This is an optimization exercise on Yosys and OpenROAD, whose aim is small area, not a production implementation. At most, simulation tests tie the RTL to the original design; equivalence was not proved. The clock port is modelled as an ideal driver; clocking choices that lean on that would not hold on a real chip. No activity file was given, so power comes from the tool's default toggle rates.

// conv_l1
module conv_l1(
    	input clk,
    	input reset,
    	input [7:0] pxl_in,
		input [7:0] kernel_00, input [7:0] kernel_01, input [7:0] kernel_02,
		input [7:0] kernel_10, input [7:0] kernel_11, input [7:0] kernel_12,
		input [7:0] kernel_20, input [7:0] kernel_21, input [7:0] kernel_22,
    	output [15:0] pxl_out,
		output valid
    );
==> flow/config.mk <==
export PLATFORM = sky130hd
export DESIGN_NAME = conv_l1
export DESIGN_NICKNAME = conv_l1
export VERILOG_FILES = /design/flow/design.v
export SDC_FILE = /design/flow/constraint.sdc
export NUM_CORES = 8
export LEC_CHECK = 0
export CAP_MARGIN = 20
export CORE_MARGIN = 2
export CORE_UTILIZATION = 60
export GPL_TIMING_DRIVEN = 0
export PLACE_DENSITY = 0.75
export SETUP_SLACK_MARGIN = 0.1
export SLEW_MARGIN = 20
export SYNTH_HIERARCHICAL = 1
==> flow/constraint.sdc <==
create_clock -name core_clock -period 12.0 [get_ports {clk}]
set_input_delay 2.4000 -clock core_clock [delete_from_list [all_inputs] [get_ports {clk}]]
set_output_delay 2.4000 -clock core_clock [all_outputs]
set_load 0.01 [all_outputs]
standard.sh (not shown) runs the stock make flow with config.mk's settings and CLKGATE_MAP_FILE= SYNTH_SCRIPT=/design/flow/synth_recipe.tcl, a recipe that flattens the netlist after the stock synthesis.
==> flow/flow/run.sh <==
#!/bin/bash
# The standard layout (standard.sh) with a leaner clock tree: clock tree
# synthesis builds sink clusters of buf_12 without dummy loads, then
# post_cts.tcl resizes each leaf buffer to the smallest that keeps the
# flip-flop clock-pin slew under LEAF_SLEW_PS.
set -euo pipefail
here=$(cd "$(dirname "$0")" && pwd)
export CTS_ARGS="-sink_clustering_enable -repair_clock_nets -dont_use_dummy_load -sink_clustering_size 35 -sink_clustering_max_diameter 70 -buf_list sky130_fd_sc_hd__buf_12 -tree_buf sky130_fd_sc_hd__buf_8"
export POST_CTS_TCL="$here/post_cts.tcl"
export LEAF_SLEW_PS=119
export IO_CONSTRAINTS="$here/io.tcl"
export BUFFER_PORTS_ARGS="-buffer_cell sky130_fd_sc_hd__buf_2"
bash standard.sh > standard.log 2>&1
Other scripts of this flow, unchanged in this note and not shown: flow/flow/io.tcl, flow/flow/leafsize.tcl, flow/flow/post_cts.tcl
Edit:
--- a/flow/config.mk
+++ b/flow/config.mk
@@ -12,3 +12,3 @@
 export PLACE_DENSITY = 0.75
-export SETUP_SLACK_MARGIN = 0.1
+export SETUP_SLACK_MARGIN = 0.2
 export SLEW_MARGIN = 20
What happened: Register-to-register slack is about the same. Setup slack gains 83 ps. Critical path depth goes down by 1. Routed wire length stays flat. Via count hardly moves.
No functional check of the RTL was part of any run of this note.


Another version of the RTL of conv_l1 (not shown whole).
Size: roughly 20000 cells after synthesis, roughly 19000 flip-flops, ~99 I/O pins.
clock: 12.0 ns
lec_check: 0
cap_margin: 20
core_margin: 2
core_utilization: 60
gpl_timing_driven: 0
place_density: 0.75
setup_slack_margin: 0.1
slew_margin: 20
synth_hierarchical: 1
==> flow/flow/run.sh <==
#!/bin/bash
# The standard layout (standard.sh), run with these changes:
# - clock tree synthesis builds sink clusters of 33 flip-flops driven by
#   buf_12, with buf_8 above them and no dummy loads; post_cts.tcl then
#   resizes each leaf buffer to the smallest that keeps the flip-flop
#   clock-pin slew under LEAF_SLEW_PS (estimated after placement);
# - io.tcl puts all ports next to each other on the left edge;
# - every port gets a buf_2 as its port buffer (resized later as needed);
# - clock nets may be routed from met2 up.
# ORFS writes each step's full log under orfs/logs; make's own output goes
# to standard.log.
set -euo pipefail
here=$(cd "$(dirname "$0")" && pwd)
export CTS_ARGS="-sink_clustering_enable -repair_clock_nets -dont_use_dummy_load -sink_clustering_size 33 -sink_clustering_max_diameter 80 -buf_list sky130_fd_sc_hd__buf_12 -tree_buf sky130_fd_sc_hd__buf_8"
export POST_CTS_TCL="$here/post_cts.tcl"
export LEAF_SLEW_PS=118
export IO_CONSTRAINTS="$here/io.tcl"
export MIN_CLK_ROUTING_LAYER=met2
export BUFFER_PORTS_ARGS="-buffer_cell sky130_fd_sc_hd__buf_2"
bash standard.sh > standard.log 2>&1
Other scripts of this flow, unchanged in this note and not shown: flow/flow/io.tcl, flow/flow/leafsize.tcl, flow/flow/post_cts.tcl
The baseline produced a clean layout.
Change:
- TNS_END_PERCENT: not set -> 10
After rerunning: Now the flow finished with setup timing left. Sequential power is about the same. Wire length is about the same. Power hardly moves.
Change:
==> flow/flow/run.sh (replaced) <==
#!/bin/bash
# The standard layout (standard.sh) with a leaner clock tree: clock tree
# synthesis builds sink clusters of buf_12 without dummy loads, then
# post_cts.tcl resizes each leaf buffer to the smallest that keeps the
# flip-flop clock-pin slew under LEAF_SLEW_PS.
set -euo pipefail
here=$(cd "$(dirname "$0")" && pwd)
export CTS_ARGS="-sink_clustering_enable -repair_clock_nets -dont_use_dummy_load -sink_clustering_size 33 -sink_clustering_max_diameter 80 -buf_list sky130_fd_sc_hd__buf_12 -tree_buf sky130_fd_sc_hd__buf_8"
export POST_CTS_TCL="$here/post_cts.tcl"
export LEAF_SLEW_PS=118
export IO_CONSTRAINTS="$here/io.tcl"
export MIN_CLK_ROUTING_LAYER=met2
export BUFFER_PORTS_ARGS="-buffer_cell sky130_fd_sc_hd__buf_2"
bash standard.sh > standard.log 2>&1
- TNS_END_PERCENT: 10 -> not set
Effect:
- The changed run produced a clean layout
- setup slack improves by 150 ps
- die area does not change
- power barely changes
- flip-flop and latch count is unchanged
- routed wire length stays flat


Setup of v37:
Another version of the RTL of conv_l1 (not shown whole).
Size: ~21000 cells after synthesis, about 19000 flip-flops, ~99 I/O pins.
==> flow/config.mk <==
export PLATFORM = sky130hd
export DESIGN_NAME = conv_l1
export DESIGN_NICKNAME = conv_l1
export VERILOG_FILES = /design/flow/design.v
export SDC_FILE = /design/flow/constraint.sdc
export NUM_CORES = 8
export LEC_CHECK = 0
export CAP_MARGIN = 20
export CORE_MARGIN = 2
export CORE_UTILIZATION = 60
export GPL_TIMING_DRIVEN = 0
export PLACE_DENSITY = 0.75
export SLEW_MARGIN = 20
export SYNTH_HIERARCHICAL = 1
==> flow/constraint.sdc <==
create_clock -name core_clock -period 12.0 [get_ports {clk}]
set_input_delay 2.4000 -clock core_clock [delete_from_list [all_inputs] [get_ports {clk}]]
set_output_delay 2.4000 -clock core_clock [all_outputs]
set_load 0.01 [all_outputs]
==> flow/flow/run.sh <==
#!/bin/bash
# The standard layout (standard.sh) with a leaner clock tree: clock tree
# synthesis builds sink clusters of buf_12 without dummy loads, then
# post_cts.tcl resizes each leaf buffer to the smallest that keeps the
# flip-flop clock-pin slew under LEAF_SLEW_PS.
set -euo pipefail
here=$(cd "$(dirname "$0")" && pwd)
export CTS_ARGS="-sink_clustering_enable -repair_clock_nets -dont_use_dummy_load -sink_clustering_size 35 -sink_clustering_max_diameter 70 -buf_list sky130_fd_sc_hd__buf_12 -tree_buf sky130_fd_sc_hd__buf_4"
export POST_CTS_TCL="$here/post_cts.tcl"
export LEAF_SLEW_PS=118
export IO_CONSTRAINTS="$here/io.tcl"
export BUFFER_PORTS_ARGS="-buffer_cell sky130_fd_sc_hd__buf_2"
bash standard.sh > standard.log 2>&1
==> flow/flow/io.tcl <==
# All ports on one stretch of the left edge, next to each other, so the
# adder tree and the pixel taps gather there instead of spreading over the die.
set die [[ord::get_db_block] getDieArea]
set h [expr {[$die dy] / 1000.0}]
set lo [expr {int($h / 2 - 85)}]
set hi [expr {int($h / 2 + 85)}]
set_io_pin_constraint -pin_names [get_ports *] -region left:$lo-$hi
==> flow/flow/post_cts.tcl <==
# Runs at the end of ORFS's CTS step (POST_CTS_TCL): resize the clock-tree
# leaf buffers to the smallest that keeps the flip-flop clock-pin slew low.
source [file join [file dirname [info script]] leafsize.tcl]
set_propagated_clock [all_clocks]
estimate_parasitics -placement
leaf_resize $::env(LEAF_SLEW_PS) {sky130_fd_sc_hd__buf_2 sky130_fd_sc_hd__buf_4 sky130_fd_sc_hd__buf_6 sky130_fd_sc_hd__buf_8 sky130_fd_sc_hd__buf_12 sky130_fd_sc_hd__clkbuf_16 sky130_fd_sc_hd__buf_16}
detailed_placement
check_placement -verbose
Other scripts of this flow, unchanged in this note and not shown: flow/flow/leafsize.tcl
v37: full flow OK, the timing, DRC and antenna checks passed
Changes in v10 relative to v37:
Settings: CORE_UTILIZATION changed from 60 to 70; PLACE_DENSITY changed from 0.75 to 0.85.
diff --git a/flow/flow/run.sh b/flow/flow/run.sh
--- a/flow/flow/run.sh
+++ b/flow/flow/run.sh
@@ -8 +8 @@
-export CTS_ARGS="-sink_clustering_enable -repair_clock_nets -dont_use_dummy_load -sink_clustering_size 35 -sink_clustering_max_diameter 70 -buf_list sky130_fd_sc_hd__buf_12 -tree_buf sky130_fd_sc_hd__buf_4"
+export CTS_ARGS="-sink_clustering_enable -repair_clock_nets -dont_use_dummy_load -sink_clustering_size 35 -sink_clustering_max_diameter 70 -buf_list sky130_fd_sc_hd__buf_12"
@@ -10 +10 @@
-export LEAF_SLEW_PS=118
+export LEAF_SLEW_PS=120
### Flow results
- v10 -> v37: number of enable-type register cells in the synthesized netlist delta 0, exact match
- Delta(horizontal extent of the die, v10 - v37) < 0
- Compared with v37, v10 shows starting density of the core higher by 10 points.
- Summary — worst-case setup slack after placement, v10 relative to v37: higher, by 5.8 ps.
- In the metrics for v37 and v10, the one carrying the higher row count is v37.
- Per the comparison of v10 with v37, die outline height now smaller, global placer's final weighted congestion saw an increase, cell total after placement -about 4.6%.
- Instance area after placement (v10 vs. v37) decreases slightly
- Between v10 and v37, the portion of netlist area occupied by mux cells does not differ in any meaningful way.
- Comparing v37 and v10, the one run not ending clean was v10.
- Synthesized area per cell delta (v10 -> v37): insignificant
[inputs] v24 vs v10
Settings: changing PLACE_DENSITY from 0.85 to 0.75; changing CORE_UTILIZATION from 70 to 60.
diff --git a/flow/flow/run.sh b/flow/flow/run.sh
--- a/flow/flow/run.sh
+++ b/flow/flow/run.sh
@@ -8 +8 @@
-export CTS_ARGS="-sink_clustering_enable -repair_clock_nets -dont_use_dummy_load -sink_clustering_size 35 -sink_clustering_max_diameter 70 -buf_list sky130_fd_sc_hd__buf_12"
+export CTS_ARGS="-sink_clustering_enable -repair_clock_nets -dont_use_dummy_load -sink_clustering_size 35 -sink_clustering_max_diameter 70 -buf_list sky130_fd_sc_hd__buf_12 -tree_buf sky130_fd_sc_hd__buf_8"
@@ -11,0 +12 @@
+export POST_GLOBAL_ROUTE_TCL="$here/post_grt.tcl"
diff --git a/flow/flow/post_cts.tcl b/flow/flow/post_cts.tcl
--- a/flow/flow/post_cts.tcl
+++ b/flow/flow/post_cts.tcl
@@ -8,0 +9,2 @@
+source [file join [file dirname [info script]] report_leaf.tcl]
+report_leaf_slews [file join $::env(LOG_DIR) leaf_cts.txt]
==> flow/flow/post_grt.tcl (new file) <==
source [file join [file dirname [info script]] report_leaf.tcl]
report_leaf_slews [file join $::env(LOG_DIR) leaf_grt.txt]
==> flow/flow/report_leaf.tcl (new file) <==
# Report, per clock-tree leaf net, the worst flip-flop clock-pin slew (ps)
# with the parasitics estimated at this point of the flow.
proc report_leaf_slews {file} {
  set f [open $file w]
  foreach inst [[ord::get_db_block] getInsts] {
    if {![string match "clkbuf_*" [$inst getName]]} continue
    set out ""
    foreach it [$inst getITerms] { if {[$it isOutputSignal]} { set out [$it getNet] } }
    if {$out eq "" || $out eq "NULL"} continue
    set sinks [get_pins -of_objects [get_nets [$out getName]] -filter "direction==input"]
    set w 0
    foreach pin $sinks {
      foreach q {slew_max_rise slew_max_fall} { set s [get_property $pin $q]; if {$s > $w} { set w $s } }
    }
    puts $f "[$out getName] [[$inst getMaster] getName] [llength $sinks] [format %.2f [expr {$w*1000}]]"
  }
  close $f
}
[summary]
Both conditions hold for v24: the flow ran to the end and the final layout passed the timing, DRC and antenna checks.
From v10 to v24, number of register bits inferred by synthesis did not move at all.
Of v24 and v10, the lower final HPWL from detailed placement belongs to v24.
For width of the die, dividing the value from v10 by the value from v24 gives 0.926.
Placed standard-cell area was lower in the run labelled v10.
Re TritonCTS sink count: no difference whatsoever between v24 and v10.
Comparing routability congestion estimate for v24 and v10, the bigger number came from v10.
The synthesized area of v24 and that of v10 are within noise of each other.
Worst setup slack before clock tree synthesis on v24 is behind v10.
Comparing v24 against v10, there is no change at all in gate count after technology mapping.
Changes in v20 relative to v24:
Settings: GPL_TIMING_DRIVEN no longer set, was 0.
diff --git a/flow/flow/run.sh b/flow/flow/run.sh
--- a/flow/flow/run.sh
+++ b/flow/flow/run.sh
@@ -8 +8 @@
-export CTS_ARGS="-sink_clustering_enable -repair_clock_nets -dont_use_dummy_load -sink_clustering_size 35 -sink_clustering_max_diameter 70 -buf_list sky130_fd_sc_hd__buf_12 -tree_buf sky130_fd_sc_hd__buf_8"
+export CTS_ARGS="-sink_clustering_enable -repair_clock_nets -dont_use_dummy_load -sink_clustering_size 35 -sink_clustering_max_diameter 60 -buf_list sky130_fd_sc_hd__buf_12"
@@ -12,2 +11,0 @@
-export POST_GLOBAL_ROUTE_TCL="$here/post_grt.tcl"
-export BUFFER_PORTS_ARGS="-buffer_cell sky130_fd_sc_hd__buf_2"
diff --git a/flow/flow/io.tcl b/flow/flow/io.tcl
--- a/flow/flow/io.tcl
+++ b/flow/flow/io.tcl
@@ -5,2 +5,2 @@
-set lo [expr {int($h / 2 - 85)}]
-set hi [expr {int($h / 2 + 85)}]
+set lo [expr {int($h / 2 - 60)}]
+set hi [expr {int($h / 2 + 60)}]
diff --git a/flow/flow/post_cts.tcl b/flow/flow/post_cts.tcl
--- a/flow/flow/post_cts.tcl
+++ b/flow/flow/post_cts.tcl
@@ -9,2 +8,0 @@
-source [file join [file dirname [info script]] report_leaf.tcl]
-report_leaf_slews [file join $::env(LOG_DIR) leaf_cts.txt]
removed: flow/flow/post_grt.tcl
removed: flow/flow/report_leaf.tcl
==> run summary <==
- As the logs show, v20 stopped at I/O pin placement after a tool error, so it never reached the end of the flow.
- Share of synthesized area spent on multiplexers came out exactly the same in v24 and v20.
- | number of distinct standard cells referenced by the synthesized netlist | v20 vs v24 | ≈ equal |
- As far as fraction of the mapped netlist area in simple logic gates goes, v20 and v24 are indistinguishable; the numbers are identical.
- Delta (v20 minus v24): number of enable-type register cells in the synthesized netlist shows no meaningful change; synthesized area flat; synthesized cell count roughly the same; share of the synthesized netlist area taken by xor and xnor gates shows no meaningful change.
- As far as share of synthesized area occupied by flip-flops and latches goes, v20 and v24 are indistinguishable; the numbers are identical.
- Reported for v24 and v20, per-instance average area after synthesis turned out identical to the last digit.
The following lists how v46 was set up differently from v20:
Settings: setting GPL_TIMING_DRIVEN to 0 for the first time.
diff --git a/flow/flow/run.sh b/flow/flow/run.sh
--- a/flow/flow/run.sh
+++ b/flow/flow/run.sh
@@ -11,0 +12 @@
+export BUFFER_PORTS_ARGS="-buffer_cell sky130_fd_sc_hd__buf_2"
diff --git a/flow/flow/io.tcl b/flow/flow/io.tcl
--- a/flow/flow/io.tcl
+++ b/flow/flow/io.tcl
@@ -5,2 +5,2 @@
-set lo [expr {int($h / 2 - 60)}]
-set hi [expr {int($h / 2 + 60)}]
+set lo [expr {int($h / 2 - 85)}]
+set hi [expr {int($h / 2 + 85)}]
--- outcome ---
Reported for v46 and v20, synthesized area turned out identical to the last digit.
Re chip width: no difference whatsoever between v46 and v20.
v46 against v20: area share of xor/xnor cells in the synthesized design neither gained nor lost much; initial core utilization shows no meaningful change.
Diff v46..v20 | average instance area after synthesis | negligible
Every stage of the flow completed for v46, and the final layout passed the timing, DRC and antenna checks.
Per the comparison of v46 with v20, post-synthesis instance total neither gained nor lost much; site row count neither gained nor lost much; compound-cell area share of the yosys netlist neither gained nor lost much.


== v6 ==
conv_l1 with an RTL version that a note above also has.
Size: ~20000 cells after synthesis, about 99 I/O pins, ~0.40 sq mm of cells after synthesis.
Settings: LEC_CHECK=0, CAP_MARGIN=20, CORE_MARGIN=2, CORE_UTILIZATION=55, GPL_TIMING_DRIVEN=0, PLACE_DENSITY=0.7, SETUP_SLACK_MARGIN=0.1, SLEW_MARGIN=20, SYNTH_HIERARCHICAL=1; clock period 12.0 ns.
==> flow/flow/run.sh <==
#!/bin/bash
# The standard layout (standard.sh), run with these changes:
# - clock tree synthesis builds sink clusters of 33 flip-flops driven by
#   buf_12, with buf_8 above them and no dummy loads; post_cts.tcl then
#   resizes each leaf buffer to the smallest that keeps the flip-flop
#   clock-pin slew under LEAF_SLEW_PS (estimated after placement);
# - io.tcl puts all ports next to each other on the left edge;
# - every port gets a buf_2 as its port buffer (resized later as needed);
# - clock nets may be routed from met2 up.
# ORFS writes each step's full log under orfs/logs; make's own output goes
# to standard.log.
set -euo pipefail
here=$(cd "$(dirname "$0")" && pwd)
export CTS_ARGS="-sink_clustering_enable -repair_clock_nets -dont_use_dummy_load -sink_clustering_size 33 -sink_clustering_max_diameter 80 -buf_list sky130_fd_sc_hd__buf_12 -tree_buf sky130_fd_sc_hd__buf_8"
export POST_CTS_TCL="$here/post_cts.tcl"
export LEAF_SLEW_PS=118
export IO_CONSTRAINTS="$here/io.tcl"
export MIN_CLK_ROUTING_LAYER=met2
export BUFFER_PORTS_ARGS="-buffer_cell sky130_fd_sc_hd__buf_2"
bash standard.sh > standard.log 2>&1
Other scripts of this flow, unchanged in this note and not shown: flow/flow/io.tcl, flow/flow/leafsize.tcl, flow/flow/post_cts.tcl
### v6 -> v7
Settings: a change of PLACE_DENSITY from 0.7 to 0.75; a change of CORE_UTILIZATION from 55 to 60.
==> flow/flow/run.sh <==
#!/bin/bash
# The standard layout (standard.sh) with a leaner clock tree: clock tree
# synthesis builds sink clusters of buf_12 without dummy loads, then
# post_cts.tcl resizes each leaf buffer to the smallest that keeps the
# flip-flop clock-pin slew under LEAF_SLEW_PS.
set -euo pipefail
here=$(cd "$(dirname "$0")" && pwd)
export CTS_ARGS="-sink_clustering_enable -repair_clock_nets -dont_use_dummy_load -sink_clustering_size 33 -sink_clustering_max_diameter 80 -buf_list sky130_fd_sc_hd__buf_12 -tree_buf sky130_fd_sc_hd__buf_8"
export POST_CTS_TCL="$here/post_cts.tcl"
export LEAF_SLEW_PS=118
export IO_CONSTRAINTS="$here/io.tcl"
export MIN_CLK_ROUTING_LAYER=met2
export BUFFER_PORTS_ARGS="-buffer_cell sky130_fd_sc_hd__buf_1"
bash standard.sh > standard.log 2>&1
--- outcome ---
- First-pass GRT wire length: v7 vs v6 up 2.6%
- v6 → v7: fraction of area in multi-input gates did not really move, routed length on met1 went up, clock network power share went up, placed standard-cell area did not really move.
- v7 vs. v6: overall power after layout went down by about 1.5%.
- Status: total leakage power parity (v7, v6)
- The run showing the greater combinational group share of total power is v6.

what the ideal ports hide:
No port has a modelled driver above. Below, the same layouts with a new extraction and two added sets of constraints. Step 1 sets driving cells, clkbuf_16 on the clock port and buf_2 on the other inputs (assumed; they add their load-dependent delay and slew). Step 2 also shifts input and output timing later by t, the mid clock arrival at the registers, as if the neighbouring blocks saw the same clock. a / b / c = no drivers / after step 1 / after step 2; a / b = the first two.
run | t, ns | setup slack, ns | hold slack, ns | worst setup path after step 2 | pins driven straight from the clock port
the first run of note 1 | 1.165 | 0.256 / 0.099 / 0.099 | 0.193 / 0.193 / 0.193 | input to output | 1
the second run of note 1 | 1.163 | 0.339 / 0.193 / 0.193 | 0.186 / 0.186 / 0.186 | input to output | 1
the first run of note 2 | 1.161 | 0.098 / 0.037 / 0.037 | 0.237 / 0.237 / 0.237 | input to output | 1
the second run of note 2 | 1.164 | -0.051 / -0.114 / -0.114 | 0.235 / 0.235 / 0.235 | input to output | 1
the third run of note 2 | 1.161 | 0.098 / 0.037 / 0.037 | 0.237 / 0.237 / 0.237 | input to output | 1
v37 | 1.433 | 0.219 / 0.174 / 0.174 | 0.141 / 0.141 / 0.141 | input to output | 1
v24 | 1.197 | 0.181 / 0.153 / 0.153 | 0.206 / 0.206 / 0.206 | input to output | 1
v46 | 1.103 | 0.218 / 0.151 / 0.151 | 0.222 / 0.222 / 0.222 | input to output | 1
v6 | 1.169 | 0.131 / 0.037 / 0.037 | 0.190 / 0.190 / 0.190 | input to output | 1
v7 | 1.136 | 0.157 / 0.005 / 0.005 | 0.223 / 0.223 / 0.223 | input to output | 1
For the first run of note 1, which loses most, drivers alone change the setup slack by -0.157 ns; drivers and shift together by -0.157 ns.
